This is an optimization exercise on Yosys and OpenROAD, whose aim is small area, not a production implementation.
Only simulation tests tie the RTL to the original design; equivalence was not proved.
Power figures rest on the tool's default switching activity, not on a simulated workload.

## flow/design.v (module list and top-level ports; edited modules follow where they fit)
// module current_filter: 1370 lines
// module cf_fa: 6 lines
// module cf_inv: 5 lines
// module cf_ha: 6 lines
module current_filter (pClk, pRst, pFilterIn, pFilterOut);
  // ...
==> flow/run.sh <==
#!/bin/bash
# synth_recipe.tcl (not shown) runs the flow's synth.tcl, then flattens the netlist and writes it again
# the make line also repeats each setting of config.mk as NAME=value (left out here)
make -C /OpenROAD-flow-scripts/flow DESIGN_CONFIG=/design/flow/config.mk WORK_HOME=/design/flow/orfs CLKGATE_MAP_FILE= SYNTH_SCRIPT=/design/flow/synth_recipe.tcl finish
==> flow/config.mk <==
export PLATFORM = sky130hd
export DESIGN_NAME = current_filter
export DESIGN_NICKNAME = current_filter
export VERILOG_FILES = /design/flow/design.v
export SDC_FILE = /design/flow/constraint.sdc
export NUM_CORES = 4
export LEC_CHECK = 0
export CAP_MARGIN = 20
export CORE_MARGIN = 2
export CORE_UTILIZATION = 85
export CTS_BUF_LIST = sky130_fd_sc_hd__clkbuf_16
export CTS_CLUSTER_DIAMETER = 60
export CTS_CLUSTER_SIZE = 32
export GPL_TIMING_DRIVEN = 0
export SLEW_MARGIN = 20
export SYNTH_HIERARCHICAL = 1
==> flow/constraint.sdc <==
create_clock -name core_clock -period 7.5 [get_ports {pClk}]
set_input_delay 1.5000 -clock core_clock [delete_from_list [all_inputs] [get_ports {pClk}]]
set_output_delay 1.5000 -clock core_clock [all_outputs]
set_load 0.01 [all_outputs]
==> impl_metrics.tcl, run 1 <==
set metrics [dict create \
    synth_common_cells "579 x fa_1, 461 x dfxtp_1, 144 x inv_1, 138 x and2_1, 135 x nand2_1" \
    std_cell_rows 62 \
    synth_compound_area_share_pct 0.166 \
    portBuffers 33 \
    yosysTopAreaCellShare_pct 46.6 \
    postCtsHoldBufs 0 \
    outcome "aborted with a tool error" \
    h-tree-depth 1 \
    die_h_um 175 \
    hpwl_mm 49.4 \
    syn_area_mm2 0.0249 \
    ioPinCount 34 \
    synth_fa_ha_area_share_pct 49.5 \
    clock_sinks 461 \
    ctsResizeCount 0 \
    post_synth.cell_area_avg_um2 13.8 \
    synth-async-reset-ratio_pct 0 \
    postCtsSetupBuffers 0 \
    place_area_mm2 0.0258 \
    seq_area_frac_synth_pct 37.1 \
    yosys.area.top_type "fa_1" \
    synth-edff-count 0 \
    synth_area_leaders "fa_1 47%, dfxtp_1 37%, and2_1 3.5%, ha_1 3.0%, inv_1 2.2%" \
    synth_xor_area_share_pct 0.563 \
    synth_ff_type "dfxtp_1" \
    lastStage "clock tree synthesis" \
    ys_seq_elements 461 \
    error "[ERROR DPL-0033] detailed placement checks failed during check placement." \
    dp.cells 2232 \
    synth_top_family_by_area "adder cells" \
    yosys.area_share.simple_pct 9.67 \
    ys_warn_count 7 \
    ys_types 24 \
    clock-root-buffer "clkbuf_16" \
    gp_congestion 0.930 \
]
==> inputs of run 2 (changes only) <==
--- a/flow/config.mk
+++ b/flow/config.mk
@@ -7,10 +7,9 @@
 export LEC_CHECK = 0
 export CAP_MARGIN = 20
 export CORE_MARGIN = 2
-export CORE_UTILIZATION = 85
-export CTS_BUF_LIST = sky130_fd_sc_hd__clkbuf_16
+export CORE_UTILIZATION = 80
+export CTS_BUF_LIST = sky130_fd_sc_hd__clkbuf_8
 export CTS_CLUSTER_DIAMETER = 60
-export CTS_CLUSTER_SIZE = 32
-export GPL_TIMING_DRIVEN = 0
+export CTS_CLUSTER_SIZE = 18
 export SLEW_MARGIN = 20
 export SYNTH_HIERARCHICAL = 1
==> run 2 against run 1 <==
- the run now finishes clean
- synthesized area unchanged
- synthesized cell count unchanged
==> impl_metrics.tcl, run 2 <==
set metrics [dict create \
    clk_latency_ps 580 \
    holdPathEnd "r10[12]$_DFF_P_" \
    final-hold-violation-count 0 \
    syn_inst 1799 \
    critPathLaunchType "input pin" \
    gp_congestion 0.908 \
    total_power_mw 13.4 \
    r2r_setup_slack_ps 830 \
    cpPeakStageDelay_ps 520 \
    vias_per_cell 5.61 \
    track_usage_pct 33.0 \
    hold_class "flop to flop" \
    met3_usage_pct 4.75 \
    clock-root-buffer "clkbuf_8" \
    finalSetupViolCount 0 \
    crit_slowest_cell "clkdlybuf4s50_1" \
    synth_compound_area_share_pct 0.166 \
    nFillCells 1442 \
    seq_area_frac_synth_pct 37.1 \
    h-tree-depth 2 \
    met2_usage_pct 56.4 \
    drcViolationCount 0 \
    place_area_mm2 0.0257 \
    largest_registers "s (32), vm (27), wm (27)" \
    synth_ff_type "dfxtp_1" \
    grt_max_degree 112 \
    timing.final.crit_share_pct 89.5 \
    ys_seq_elements 461 \
    worstSetupStartpoint "pFilterIn[11]" \
    outcome "finished clean" \
    final_common_cell "fa_1" \
    peakVddDrop_v 0.000459 \
    synth-async-reset-ratio_pct 0 \
    final_cell_mix "579 x fa_1, 461 x dfxtp_1, 144 x inv_1" \
    grt_pass1_wl_mm 80.3 \
    r2r_end "vm[26]$_DFF_P_" \
    drv_slew 0 \
    post-place-ws_ps 217 \
    coreArea_mm2 0.0306 \
    via_count 12700 \
    rsz0062_at_grt "no" \
    grt_pass1_vias 15100 \
    synth_fa_ha_area_share_pct 49.5 \
    postCtsSetupBuffers 0 \
    drive_above_1_share_pct 8.50 \
    portBuffers 33 \
    worstSetupEndpointType "flop" \
    regArea_mm2 0.00923 \
    synth_xor_area_share_pct 0.563 \
    min_delay_path_depth 1 \
    ys_warn_count 7 \
    timing.rr.start "vm[14]$_DFF_P_" \
    p_leak_nw 10.4 \
    slew_headroom_pct 33.5 \
    final_nets 2510 \
    drtPass1Iterations 4 \
    diodes 0 \
    ioPinCount 34 \
    yosysMostFrequentCell "fa_1" \
    largest_reg_flops 32 \
    post_drt_wl_per_cell_um 21.5 \
    final_area_mm2 0.0265 \
    synth-edff-count 0 \
    synth_area_leaders "fa_1 47%, dfxtp_1 37%, and2_1 3.5%, ha_1 3.0%, inv_1 2.2%" \
    clkTransAtPathRegs_ps 110 \
    grt_use_met1_pct 42.5 \
    largest-register "s" \
    tightest_slew_ps 998 \
    die_width_um 180 \
    gr-max-usage-layer "met2" \
    dr.first_iter.drc_count 664 \
    floorplan.initialDensity_pct 81.4 \
    grt.overflow.total 0 \
    max-cap-violations 0 \
    required_ps 7960 \
    cts_tree "built" \
    synth_top_family_by_area "adder cells" \
    cts_made_buffers 36 \
    synth_common_cells "579 x fa_1, 461 x dfxtp_1, 144 x inv_1, 138 x and2_1, 135 x nand2_1" \
    dieArea_mm2 0.0325 \
    clock_sinks 461 \
    cts_max_path_buffers 3 \
    die_h_um 180 \
    crit_path_cell_trace "clkdlybuf4s50_1 -> inv_1 -> fa_1 -> inv_1 -> fa_1 -> fa_1 -> fa_1 -> ha_1 -> fa_1 -> fa_1 -> fa_1 -> fa_1 -> fa_1 -> fa_1 -> fa_1 -> or2_2" \
    syn_area_mm2 0.0249 \
    antenna_left 0 \
    yosysTopAreaCellShare_pct 46.6 \
    antenna_found_initial 0 \
    std_cell_rows 64 \
    ys_types 24 \
    area_growth_pct 6.44 \
    path_class "input pin to flop" \
    multi_input_area_mm2 0.0150 \
    finClkSkew_ps 37.6 \
    power_density_mw_per_mm2 506 \
    r2r_cells 16 \
    ctsResizeCount 0 \
    crit_top_cell "fa_1" \
    muxShareOfSynthArea_pct 0 \
    hpwl_mm 37.3 \
    fin_crit_ps 6710 \
    cp_max_fo 2 \
    tns_ps 0 \
    wirelength_mm 48.6 \
    post_synth.cell_area_avg_um2 13.8 \
    clock.fmax_mhz 149 \
    arrival_ps 7180 \
    layout_setup_ws_ps 788 \
    yosys.area.top_type "fa_1" \
    hold_start "r9[12]$_DFF_P_" \
    yosys.area_share.simple_pct 9.67 \
    postCtsHoldBufs 0 \
]
run 2: cell counts after synthesis:
No cell type changed its count.
run 2: final cells by class:
cell class	count	area share, %
clock inverters	13	0.741
inverters	144	2.05
multi-input cells	1158	56.6
clock buffers	41	2.13
flip-flops and latches	461	34.8
well taps	396	1.87
repair buffers	53	1.82
run 2: per-module statistics from Yosys, one instance, submodules excluded:
module,cells,cell area (um^2),flip-flops and latches,times used
cf_ha,1,12.5,0,57
cf_fa,1,20.0,0,579
current_filter,1162,12600,461,1
cf_inv,1,3.75,0,1
run 2: report_power, final:
part | leakage [nW] | internal [mW] | switching (mW)
Combinational | 6.21 | 4.52 | 4.32
Clock | 0.388 | 0.627 | 0.831
Sequential | 3.76 | 2.81 | 0.287
run 2: how the worst max path moves through the flow:
stage,to,slack (ps)
finish,wm[26]$_DFF_P_,790
global route,wm[26]$_DFF_P_,640
CTS,wm[26]$_DFF_P_,820
detailed placement,wm[26]$_DFF_P_,220
global placement,wm[26]$_DFF_P_,400
floorplan,wm[26]$_DFF_P_,990
run 2: layer usage:
layer / part of all wire [%] / vias to the layer above
met5: 0 / -
met4: 5.5 / 0
met3: 4.3 / 153
met2: 53 / 354
met1: 38 / 6797
li1: - / 5417
run 2: per-stage QoR:
step                      hold slack [ps]  utilization [%]  std cells
after floorplan                       352                -       1815
after global placement                353             84.1       2212
after detailed placement              355             84.1       2212
after CTS                             375             86.6       2266
after global routing                  385             86.6       2266
final                                 376             86.6       2266
run 2: critical path: cells and delay by family:
| kind | cells | cell delay [ps] |
|---|---|---|
| buffers and inverters | 3 | 690 |
| AND/OR/NAND/NOR | 1 | 280 |
| adder cells (fa/ha/maj) | 12 | 4710 |
run 2: cell families after synthesis:
group	count (synthesis)
AO/OA/AOI/OAI	4
XOR/XNOR	16
adder cells (fa/ha/maj)	638
buffers and inverters	196
flip-flops	461
other	2
AND/OR/NAND/NOR	482

[separate check: timing with driven ports]
No port has a modelled driver above. Below, the same layout with a new extraction and two added sets of constraints. Step 1 (the two cells are an assumption about what drives the block):
set clk [get_ports {pClk}]
set_driving_cell -lib_cell sky130_fd_sc_hd__clkbuf_16 $clk
set_driving_cell -lib_cell sky130_fd_sc_hd__buf_2 [delete_from_list [all_inputs] $clk]
Step 2 moves the port delays by t, midway between the first and last clock arrival at a register: inputs arrive t later, outputs are due t later. That takes back most of the time a late clock gives input paths. Slacks: ideal ports / drivers / drivers and shift; pairs: ideal ports / drivers.
run: run 2
t, ns: 0.616
setup slack, ns: 0.788 / 0.805 / 0.189
hold WS [ns]: 0.376 / 0.376 / 0.376
worst setup path after step 2: input to register
slew at the worst register clock pin (ns): 0.11 / 0.11
After both steps run 2 still meets setup and hold. The setup slack of run 2 moves by +0.017 ns with the drivers and by -0.599 ns with both steps.
